This is an optimization exercise on Yosys and OpenROAD, whose aim is small area and a short achievable clock period, not a production implementation.
Only simulation tests tie the RTL to the original design; equivalence was not proved.

--- flow/run.sh ---
#!/bin/bash
# synth_recipe.tcl (not shown) runs the flow's synth.tcl, then flattens the netlist and writes it again
# the make line also repeats each setting of config.mk as NAME=value (left out here)
make -C /OpenROAD-flow-scripts/flow DESIGN_CONFIG=/design/flow/config.mk WORK_HOME=/design/flow/orfs CLKGATE_MAP_FILE= SYNTH_SCRIPT=/design/flow/synth_recipe.tcl finish
--- flow/config.mk ---
export PLATFORM = sky130hd
export DESIGN_NAME = interrupt_controller
export DESIGN_NICKNAME = interrupt_controller
export VERILOG_FILES = /design/flow/design.v
export SDC_FILE = /design/flow/constraint.sdc
export NUM_CORES = 4
export LEC_CHECK = 0
export CAP_MARGIN = 20
export CORE_MARGIN = 2
export CORE_UTILIZATION = 20
export PLACE_DENSITY = 0.3
export SLEW_MARGIN = 20
--- flow/constraint.sdc ---
create_clock -name core_clock -period 100.0 [get_ports {PCLK}]
set_input_delay 20.0000 -clock core_clock [delete_from_list [all_inputs] [get_ports {PCLK}]]
set_output_delay 20.0000 -clock core_clock [all_outputs]
set_load 0.01 [all_outputs]
--- flow/design.v ---
module interrupt_controller (
    input  logic         PCLK,       
    input  logic         rstn,    
    input  logic         PSEL,       
    input  logic         PENABLE,    
    input  logic         PWRITE,     
    input  logic [4:0]   PADDR,      
    input  logic [31:0]  PWDATA,     
    output logic [31:0]  PRDATA,     
    output logic         PREADY,     
    output logic         PSLVERR,    
    input  logic [31:0]  IRQ,        
    input  logic [4:0]   index,      
    output logic [3:0]   INT,        
    output logic [4:0]   IRQ_VECTOR  
);
logic [31:0] irq_enable;     
logic [31:0] irq_disable;        
logic [4:0] irq_priority [31:0]; 
logic [31:0] irq_status;     
logic [31:0] irq_type;       
logic [3:0]  irq_map [31:0]; 
logic [31:0] irq_ack;         
logic [4:0] irq_vector_table [31:0]; 
logic [31:0] pending_irq; 
logic [4:0] highest_irq;  
logic [3:0] assigned_int; 
logic [31:0]irq_f;      
always_ff @(posedge PCLK or negedge rstn) begin
    if (!rstn) 
        irq_f <= 32'b0;
    else
          irq_f <= IRQ;
end
always_ff @(posedge PCLK or negedge rstn) begin
    if (!rstn) 
        irq_status <= 32'b0;
     else begin
        irq_status <= irq_status | (irq_f & ~irq_disable &irq_enable ) ; 
        for (int i = 0; i < 32; i++)
            if (irq_type[i] == 1'b0 && irq_ack[i])
                irq_status[i] <= 1'b0;
        if (PSEL && PENABLE && PWRITE && (PADDR == 5'h00))
            irq_status <= irq_status | PWDATA; 
    end
end
always_ff @(posedge PCLK or negedge rstn) begin
    if (!rstn) begin
        for (int i = 0; i < 32; i++) begin
            irq_priority[i] <= 0;
        end
    end
    else if(PSEL && PENABLE && PWRITE && (PADDR == 5'h0C)) begin
            irq_priority[index] <= PWDATA[4:0];
    end
end
always_ff @(posedge PCLK or negedge rstn) begin
    if (!rstn) begin
        for (int i = 0; i < 32; i++) begin
            irq_map[i] <= 0;
        end
    end
    else if(PSEL && PENABLE && PWRITE && (PADDR == 5'h1C)) begin
            irq_map[index] <= PWDATA[3:0];
    end
end
always_ff @(posedge PCLK or negedge rstn) begin
    if (!rstn) begin
        for (int i = 0; i < 32; i++) begin
            irq_vector_table[i] <= 0;
        end
    end
    else if(PSEL && PENABLE && PWRITE && (PADDR == 5'h18)) begin
            irq_vector_table[index] <= PWDATA;
    end
end
always_ff @(posedge PCLK or negedge rstn) begin
    if (!rstn) begin
        irq_enable  <= 32'b0;
        irq_disable <= 32'b0;
        irq_ack     <= 32'b0;
        irq_type    <= 32'b0;
    end else if (PSEL && PENABLE && PWRITE) begin
            case (PADDR)
                5'h04: irq_enable   <= irq_enable | PWDATA;   
                5'h08: irq_disable  <= irq_disable | PWDATA;  
                5'h10: irq_ack      <= irq_ack  | PWDATA;    
                5'h14: irq_type     <= PWDATA;              
            endcase
        end 
    end
always_ff @(posedge PCLK or negedge rstn) begin
    if (!rstn)
        PRDATA <= 32'b0;
        else if (PSEL && PENABLE && !PWRITE) begin
            case (PADDR)
                5'h00: PRDATA <= irq_status;
                5'h04: PRDATA <= irq_enable;
                5'h08: PRDATA <= irq_disable;
                5'h0C: PRDATA <= irq_priority[index];
                5'h10: PRDATA <= irq_ack;
                5'h14: PRDATA <= irq_type;
                5'h18: PRDATA <= irq_vector_table[index];
                5'h1C: PRDATA <= irq_map[index];
                default: PRDATA <= 'b0;
            endcase
        end
end
always_ff @(posedge PCLK or negedge rstn) begin
    if (!rstn) begin
        PREADY <= 1'b0;
         PSLVERR <= 1'b0;
    end
    else if (PSEL && PENABLE) begin
        PREADY <= 1'b1;
        PSLVERR <= 1'b0;
end
end
always_comb begin
    highest_irq = 5'b11111;
    assigned_int = 4'b0000;
    for (int i = 0; i < 32; i++) begin
        if (irq_status[i]) begin
            if (highest_irq == 5'b11111 || irq_priority[i] < irq_priority[highest_irq]) begin
                highest_irq = i;
                assigned_int = irq_map[i];
            end
        end
    end
end
always_ff @(posedge PCLK or negedge rstn) begin
    if (!rstn)
        INT <= 4'b0000;
    else begin
        if (assigned_int < 4'd4)
            INT[assigned_int[1:0]] <= (highest_irq != 5'b11111);
    end
end
always_ff @(posedge PCLK or negedge rstn) begin
    if (!rstn)
        IRQ_VECTOR <= 5'b11111;
    else
        IRQ_VECTOR <= irq_vector_table[highest_irq];
end
endmodule
==> impl_metrics.env <==
export IMPL_dp_hpwl_um=337000
export IMPL_area_delta_synth_final_pct=19.5
export IMPL_antenna_left=0
export IMPL_cts_tree="done"
export IMPL_clk_pin_slew_ns=0.06
export IMPL_cp_slowest_cell="a22oi_2"
export IMPL_drive_gt1_frac=0.198
export IMPL_crit_fanout=28
export IMPL_fin_crit_ns=95.12
export IMPL_ys_warn_count=4
export IMPL_maxUsedRoutingLayer="met5"
export IMPL_fin_ws_ns=4.88
export IMPL_drtPass1Iterations=21
export IMPL_totalWireLength_um=470000
export IMPL_final_nets=6864
export IMPL_numPortBuffers=120
export IMPL_max_slew_margin=0.187
export IMPL_fillers=30300
export IMPL_core_rowCount=192
export IMPL_hold_path_class="reg -> reg"
export IMPL_synth_seq_cells=682
export IMPL_gp_congestion=1.08
export IMPL_critical_path_arrival_ns=95.81
export IMPL_die_w_um=530
export IMPL_start_kind="flop"
export IMPL_initial_core_util=0.201
export IMPL_fin_crit_sh=0.951
export IMPL_grt_pass1_wl_um=621000
export IMPL_antenna_found_initial=52
export IMPL_h_tree_depth=3
export IMPL_synth_flop_cell="dfrtp_1"
export IMPL_avgSynthCellArea_sq_um=8.45
export IMPL_numClockSinks=682
export IMPL_outcome="complete, no violations"
export IMPL_fmax_ghz=0.0105
export IMPL_clk_latency_ns=0.76
export IMPL_worst_pin_slew_ns=1.21
export IMPL_grt_setup_unrepaired="no"
export IMPL_ctsRootBufferMaster="clkbuf_16"
export IMPL_viasPerCell=6.41
export IMPL_synthesis_instances=6542
export IMPL_regArea_sq_um=17100
export IMPL_synth_area_leaders="dfrtp_1 31%, mux2_2 9.6%, a22oi_1 4.6%"
export IMPL_synth_edff_count=0
export IMPL_vias=67100
export IMPL_worstSetupPathType="reg -> reg"
export IMPL_async_reset_ff_frac=1.00
export IMPL_cts_buffer_depth=3
export IMPL_grtUsageTotal=0.323
export IMPL_grt_pass1_vias=64400
export IMPL_met2_length_um=189000
export IMPL_clock_skew_ns=0.0236
export IMPL_grt_max_degree=82
export IMPL_hold_violations=0
export IMPL_synth_distinct_cells=135
export IMPL_overflow=0
export IMPL_endpoint_kind="flop"
export IMPL_place_ws_ns=1.90
export IMPL_syn_area_sq_um=55300
export IMPL_cp_common_cell="o21ai_0"
export IMPL_wl_met1_um=190000
export IMPL_maxCapViolations=0
export IMPL_fin_tns_setup_ns=0
export IMPL_die_height_um=530
export IMPL_placed_cell_area_sq_um=62400
export IMPL_multi_input_area_sq_um=36200
export IMPL_cpPeakStageDelay_ns=0.65
export IMPL_yosysTopAreaCell="dfrtp_1"
export IMPL_slew_viol_final=0
export IMPL_synth_nets=6749
export IMPL_remaining_drc_errors=0
export IMPL_synth_top_area_frac=0.307
export IMPL_cp_required_ns=100.69
export IMPL_numCtsBuffers=89
export IMPL_final_area_sq_um=66100
export IMPL_die_area_sq_um=281000
export IMPL_met3_wirelength_um=48800
export IMPL_synth_common_cells="677 x dfrtp_1, 677 x nand2_1, 478 x nor2_1"
export IMPL_ys_seq_area_frac=0.309
export IMPL_drt_initial_drc_count=10500
export IMPL_io_pins=122
export IMPL_holdWs_ns=0.459
export IMPL_core_sq_um=274000
export IMPL_setup_viol=0
export IMPL_routedWlPerCell_um=44.9
[what timing repair did]
item,4_1_cts,5_1_grt
gates resized for setup,0,57
endpoints found under the hold margin,0,0
setup endpoints to repair,0,9
hold buffers,0,0
setup buffers,0,19
[placed cells by master (no fill, tap or decap), types with 113 or more instances in the layout]
cell             count
nor3_1             211
nor2_1             443
clkdlybuf4s50_1    114
dfrtp_1            668
a21oi_1            347
a222oi_1           113
a22o_1             118
a22oi_1            341
nand2_1            671
buf_4              464
mux2_2             472
ha_1               128
o21ai_0            310
a21o_1             164
nand3_1            248
a221oi_1           178
nand4_1            160
[routing by layer]
layer	GRT usage	vias up
li1	-	26000
met1	0.416	34500
met2	0.459	5007
met3	0.0878	1539
met4	0.240	30
met5	0	-
[area by class of cell]
cell class,count,share of cell area
flip-flops and latches,682,0.259
repair buffers,583,0.0713
clock inverters,28,0.00521
well taps,3686,0.0698
diodes,38,0.00144
multi-input cells,5224,0.548
clock buffers,137,0.0413
inverters,77,0.00438
[through the flow]
| step | cells | util |
|---|---|---|
| after floorplan | 6542 | - |
| after global placement | 10200 | 0.227 |
| after detailed placement | 10200 | 0.228 |
| after CTS | 10400 | 0.239 |
| after global routing | 10400 | 0.240 |
| final | 10500 | 0.241 |
[registers in the layout (all words and copies together), names as in the netlist]
name	flops
irq_disable	32
irq_status	32
IRQ_VECTOR	5
irq_f	32
irq_priority	160
irq_type	32
irq_vector_table	160
INT	4
PREADY	1
PRDATA	32
irq_ack	32
irq_map	128
irq_enable	32
[logic make-up after synthesis]
| kind of cell | share of synthesized area |
|---|---|
| compound gates | 0.318 |
| simple gates | 0.190 |
| flops | 0.309 |
| buf+inv | 0.0459 |
| mux | 0.108 |
| fa+ha+maj | 0.0290 |
| other cells | 0.0000679 |
[path summary, 6_finish.rpt]
check | start | end | slack [ns] | cells after the start
max in group asynchronous | rstn | irq_priority[10][3] | 76.76 | 5
setup reg to reg | irq_priority[0][4] | INT[2] | 4.88 | 426
min in group asynchronous | rstn | irq_f[7] | 19.25 | 1
hold / removal | PREADY | PREADY | 0.46 | 1
hold reg to reg | PREADY | PREADY | 0.46 | 1
setup / recovery | irq_priority[0][4] | INT[2] | 4.88 | 426
[worst max-delay path: cells and delay by family, from the launching register on]
kind / cells / cell delay (ns)
buf+inv: 21 / 5.42
compound gates: 197 / 42.07
mux: 2 / 0.59
simple gates: 174 / 37.15
fa+ha+maj: 32 / 9.27
flops: 1 / 0.33

## what the ideal ports hide
No port has a modelled driver above. Below, the same layout with a new extraction and two added sets of constraints.
Step 1: set_driving_cell puts a clkbuf_16 on PCLK and a buf_2 on each other input, an assumption about the parent block.
Step 2, shift: input delay + t, output delay - t, t = (earliest + latest rising clock arrival at the registers) / 2. This alone moves slack from input paths to output paths.
Slacks: no drivers / after step 1 / after step 2; pairs: no drivers / after step 1.
t, ns: 0.839
setup WS [ns]: 4.882 / 4.882 / 4.882
hold WS [ns]: 0.459 / 0.459 / 0.459
worst setup path after step 2: register to register
clock arrival spread, ns: 0.030 / 0.031
After both steps setup and hold are still met in this run. For this run, drivers alone change the setup slack by 0.000 ns; drivers and shift together by 0.000 ns.
